From an optimization exercise on the open Yosys and OpenROAD flow, aimed at small area, a short achievable clock period and few clock cycles; shortcuts taken in it are not production practice.
The RTL was checked by simulation tests, not by an equivalence proof against the original design.
Power and IR drop assume default switching activity.

// move_generator
module move_generator(
    input wire    clk_in,
    input wire    rst_in,
    input wire [427:0] board_in,
    input wire    captures_only_in,
    input wire    valid_in,
    output logic [14:0] move_out,
    output logic  valid_out,
    output logic  ready_out
);
Size: about 4400 cells after synthesis, about 520 flip-flops, ~39000 µm² of cells after synthesis.
Settings: LEC_CHECK=0, CAP_MARGIN=30, CORE_MARGIN=2, CORE_UTILIZATION=40, SETUP_SLACK_MARGIN=0.3, SLEW_MARGIN=30; clock period 11.0 ns.
standard.sh (not shown) runs the stock make flow with config.mk's settings and CLKGATE_MAP_FILE= SYNTH_SCRIPT=/design/flow/synth_recipe.tcl, a recipe that flattens the netlist after the stock synthesis.
==> flow/flow/run.sh <==
#!/bin/bash
# Standard ORFS layout (the standard.sh, standard synthesis unchanged) with a larger
# setup-slack margin for repair_timing, so that timing repair keeps shortening the critical
# paths below the 11 ns clock period. The SDC, clock period and all other settings are the standard flow's.
set -euo pipefail
MARGIN=7.0
sed -E "s/SETUP_SLACK_MARGIN=[-0-9.]+/SETUP_SLACK_MARGIN=${MARGIN}/" standard.sh > standard_margin.sh
grep -q "SETUP_SLACK_MARGIN=${MARGIN}" standard_margin.sh
bash standard_margin.sh > flow_make.log 2>&1
The baseline finished with timing, DRC and antenna clean.
Testbench counts at the start, summed over its fixed seeds: cycles 103,931.
==> next run, changes <==
--- a/flow/design.v
+++ b/flow/design.v
@@ -95,63 +95,74 @@
                 pd[k] = pd[k] & pd[k+s];
             end
         lineatk = gu | gd;
     endfunction
     logic ready_q;
     logic first_q;
-    logic [63:0] c0, c1, c2, rOwn;
+    logic [63:0] c0, c1, c2;
     logic [3:0] rCastle;
     logic [3:0] rEp;
     logic rBlack, rCap;
     assign ready_out = ready_q;
     wire acc = valid_in & ready_q;
     wire [63:0] in_N = board_in[171:108];
     wire [63:0] in_B = board_in[235:172];
     wire [63:0] in_R = board_in[299:236];
     wire [63:0] in_Q = board_in[363:300];
     wire [63:0] in_P = board_in[427:364];
+    wire [63:0] in_pc = in_N | in_B | in_R | in_Q | in_P;
+    wire [63:0] in_own = board_in[107:44] ^ {64{board_in[7]}};
     logic [5:0] rKe;
     logic [63:0] ekoh, okoh;
     always_comb begin
         ekoh = 64'b0;
         ekoh[rKe] = 1'b1;
         okoh = 64'b0;
         okoh[s2_src] = 1'b1;
     end
-    wire [63:0] own = rOwn;
     wire [63:0] occ = c0 | c1 | c2;
-    wire [63:0] dm = rCap ? ((occ | ekoh) & ~own) : ~(occ & own);
+    wire [63:0] ally = c1 | c2;
+    wire [63:0] en = c0 & ~ally;
+    wire [63:0] dm = rCap ? (en | ekoh) : ~ally;
     logic [63:0] cur_dst, nxt_dst;
     wire cur_v = |cur_dst;
     wire nxt_v = |nxt_dst;
     logic s1_v, s2a_v;
-    wire [63:0] m = own & (c0 | c1 | c2) & ~(c2 & c1);
+    wire [63:0] m = c2 | (c1 & c0);
     wire [63:0] sel_low = lowbit(m);
     wire [5:0] sel_src = enc64(sel_low);
+    logic [3:0] sel_dsum, sel_asum;
+    always_comb begin
+        sel_dsum = 4'd0;
+        sel_asum = 4'd0;
+        for (integer i = 0; i < 64; i = i + 1)
+            if (sel_low[i]) begin
+                sel_dsum = sel_dsum | 4'(7 + i % 8 - i / 8);
+                sel_asum = sel_asum | 4'(i / 8 + i % 8);
+            end
+    end
     wire sel_found = |m;
     wire [2:0] sel_code = {|(sel_low & c2), |(sel_low & c1), |(sel_low & c0)};
-    wire sel_N = sel_code == 3'd1;
-    wire sel_D = sel_code == 3'd2 || sel_code == 3'd4;
-    wire sel_O = sel_code == 3'd3;
-    wire sel_P = sel_code == 3'd5;
+    wire sel_N = sel_code == 3'd3;
+    wire sel_D = sel_code == 3'd4 || sel_code == 3'd6;
+    wire sel_O = sel_code == 3'd5;
+    wire sel_P = sel_code == 3'd7;
     wire sel_en = ~ready_q & (~s1_v | ~s2a_v | ~nxt_v | ~cur_v);
     logic s1N, s1D, s1O, s1P;
     logic [5:0] s1_src;
     wire [2:0] r1 = s1_src[5:3];
     wire [2:0] f1 = s1_src[2:0];
-    wire [3:0] dsum1 = 4'd7 + {1'b0, f1} - {1'b0, r1};
-    wire [3:0] asum1 = {1'b0, r1} + {1'b0, f1};
+    logic [3:0] dsum1, asum1;
     logic [7:0] R1, F1;
     logic [14:0] D1, A1;
     always_comb begin
         R1 = 8'b0; R1[r1] = 1'b1;
         F1 = 8'b0; F1[f1] = 1'b1;
         D1 = 15'b0; D1[dsum1] = 1'b1;
         A1 = 15'b0; A1[asum1] = 1'b1;
     end
-    wire [63:0] en = occ & ~own;
     logic [7:0] o_r, o_f, o_d, o_a, e_d, e_a;
     always_comb begin
         for (integer x = 0; x < 8; x = x + 1) begin
             o_r[x] = 1'b0;
             o_f[x] = 1'b0;
             o_d[x] = 1'b0;
@@ -265,52 +276,58 @@
         if (cur_cs) special = SPECIAL_CASTLE;
         else if (cur_pr) special = {1'b1, pcnt[1:0]};
         else special = SPECIAL_NONE;
     end
     wire [63:0] s2_g = s2_dst & {64{~rst_in}};
     wire [63:0] take = sel_low & {64{sel_en}};
-    wire [63:0] was_q = c2 & ~c0;
-    wire [63:0] kset = (okoh | ekoh) & {64{first_q}};
+    wire [63:0] was_q = c2 & c1 & ~c0;
+    wire [63:0] kset_o = okoh & {64{first_q}};
+    wire [63:0] kset_e = ekoh & {64{first_q}};
     always_ff @(posedge clk_in) begin
         move_out <= {cur_src, cur_idx, special};
         valid_out <= cur_v & ~rst_in;
         if (rst_in) begin
             ready_q <= 1'b1;
             first_q <= 1'b0;
         end else begin
             first_q <= acc;
             if (acc) ready_q <= 1'b0;
             else if (~ready_q & done) ready_q <= 1'b1;
         end
         if (ready_q) begin
-            c0 <= in_N | in_R | in_P;
-            c1 <= in_B | in_R;
-            c2 <= in_Q | in_P;
+            c0 <= in_pc & (~in_own | in_N | in_R | in_P);
+            c1 <= in_own & (in_N | in_Q | in_P);
+            c2 <= in_own & (in_B | in_R | in_Q | in_P);
             rKe <= board_in[7] ? board_in[37:32] : board_in[43:38];
-            rOwn <= board_in[107:44] ^ {64{board_in[7]}};
             rEp <= board_in[29:26];
             rCastle <= board_in[25:22];
             rBlack <= board_in[7];
             rCap <= captures_only_in;
         end else begin
             for (integer i = 0; i < 64; i = i + 1)
-                if (kset[i]) begin
+                if (kset_o[i]) begin
                     c0[i] <= 1'b0;
                     c1[i] <= 1'b1;
-                    c2[i] <= 1'b1;
+                    c2[i] <= 1'b0;
+                end else if (kset_e[i]) begin
+                    c0[i] <= 1'b1;
+                    c1[i] <= 1'b0;
+                    c2[i] <= 1'b0;
                 end else if (take[i]) begin
                     c0[i] <= was_q[i];
-                    c1[i] <= 1'b1;
-                    c2[i] <= ~was_q[i];
+                    c1[i] <= ~was_q[i];
+                    c2[i] <= was_q[i];
                 end
         end
         if (rst_in | ready_q) begin
             s1_v <= 1'b0;
         end else if (sel_en) begin
             s1_v <= sel_found;
             s1_src <= sel_src;
+            dsum1 <= sel_dsum;
+            asum1 <= sel_asum;
             {s1N, s1D, s1O, s1P} <= {sel_N, sel_D, sel_O, sel_P};
         end else if (adv2 & ~first_q) begin
             s1_v <= 1'b0;
         end
         if (rst_in) begin
             s2a_v <= 1'b0;
After rerunning: The changed run went through all stages and came out clean. Design area rises by a few percent. Total power shrinks by roughly a tenth. First-iteration DRC count rises by about a fifth. Count of clock-buffer cells in the layout rises by 4. Non-clock buffer count rises by 70. Routed wire length came out higher by about a fifth.
Testbench counts after the change, summed over its fixed seeds: cycles 103,931.

what the ideal ports hide:
No port has a modelled driver above. Below, the same layouts with a new extraction and two added sets of constraints. Step 1, drivers: a clkbuf_16 drives clk_in and a buf_2 each remaining input, both assumed. Step 2 also shifts input and output timing later by t, the mid clock arrival at the registers, as if the neighbouring blocks saw the same clock. a / b / c = ideal / step 1 / step 2; a / b = the first two.
| run | shift t [ns] | setup WS [ns] | slew at the worst register clock pin (ns) |
|---|---|---|---|
| the first run | 0.794 | 6.651 / 6.651 / 6.321 | 0.07 / 0.07 |
| the second run | 0.766 | 6.773 / 6.773 / 6.373 | 0.08 / 0.08 |
After both steps every run listed still meets setup and hold. The setup slack of the second run, which loses most, moves by 0.000 ns with the drivers and by -0.400 ns with both steps.
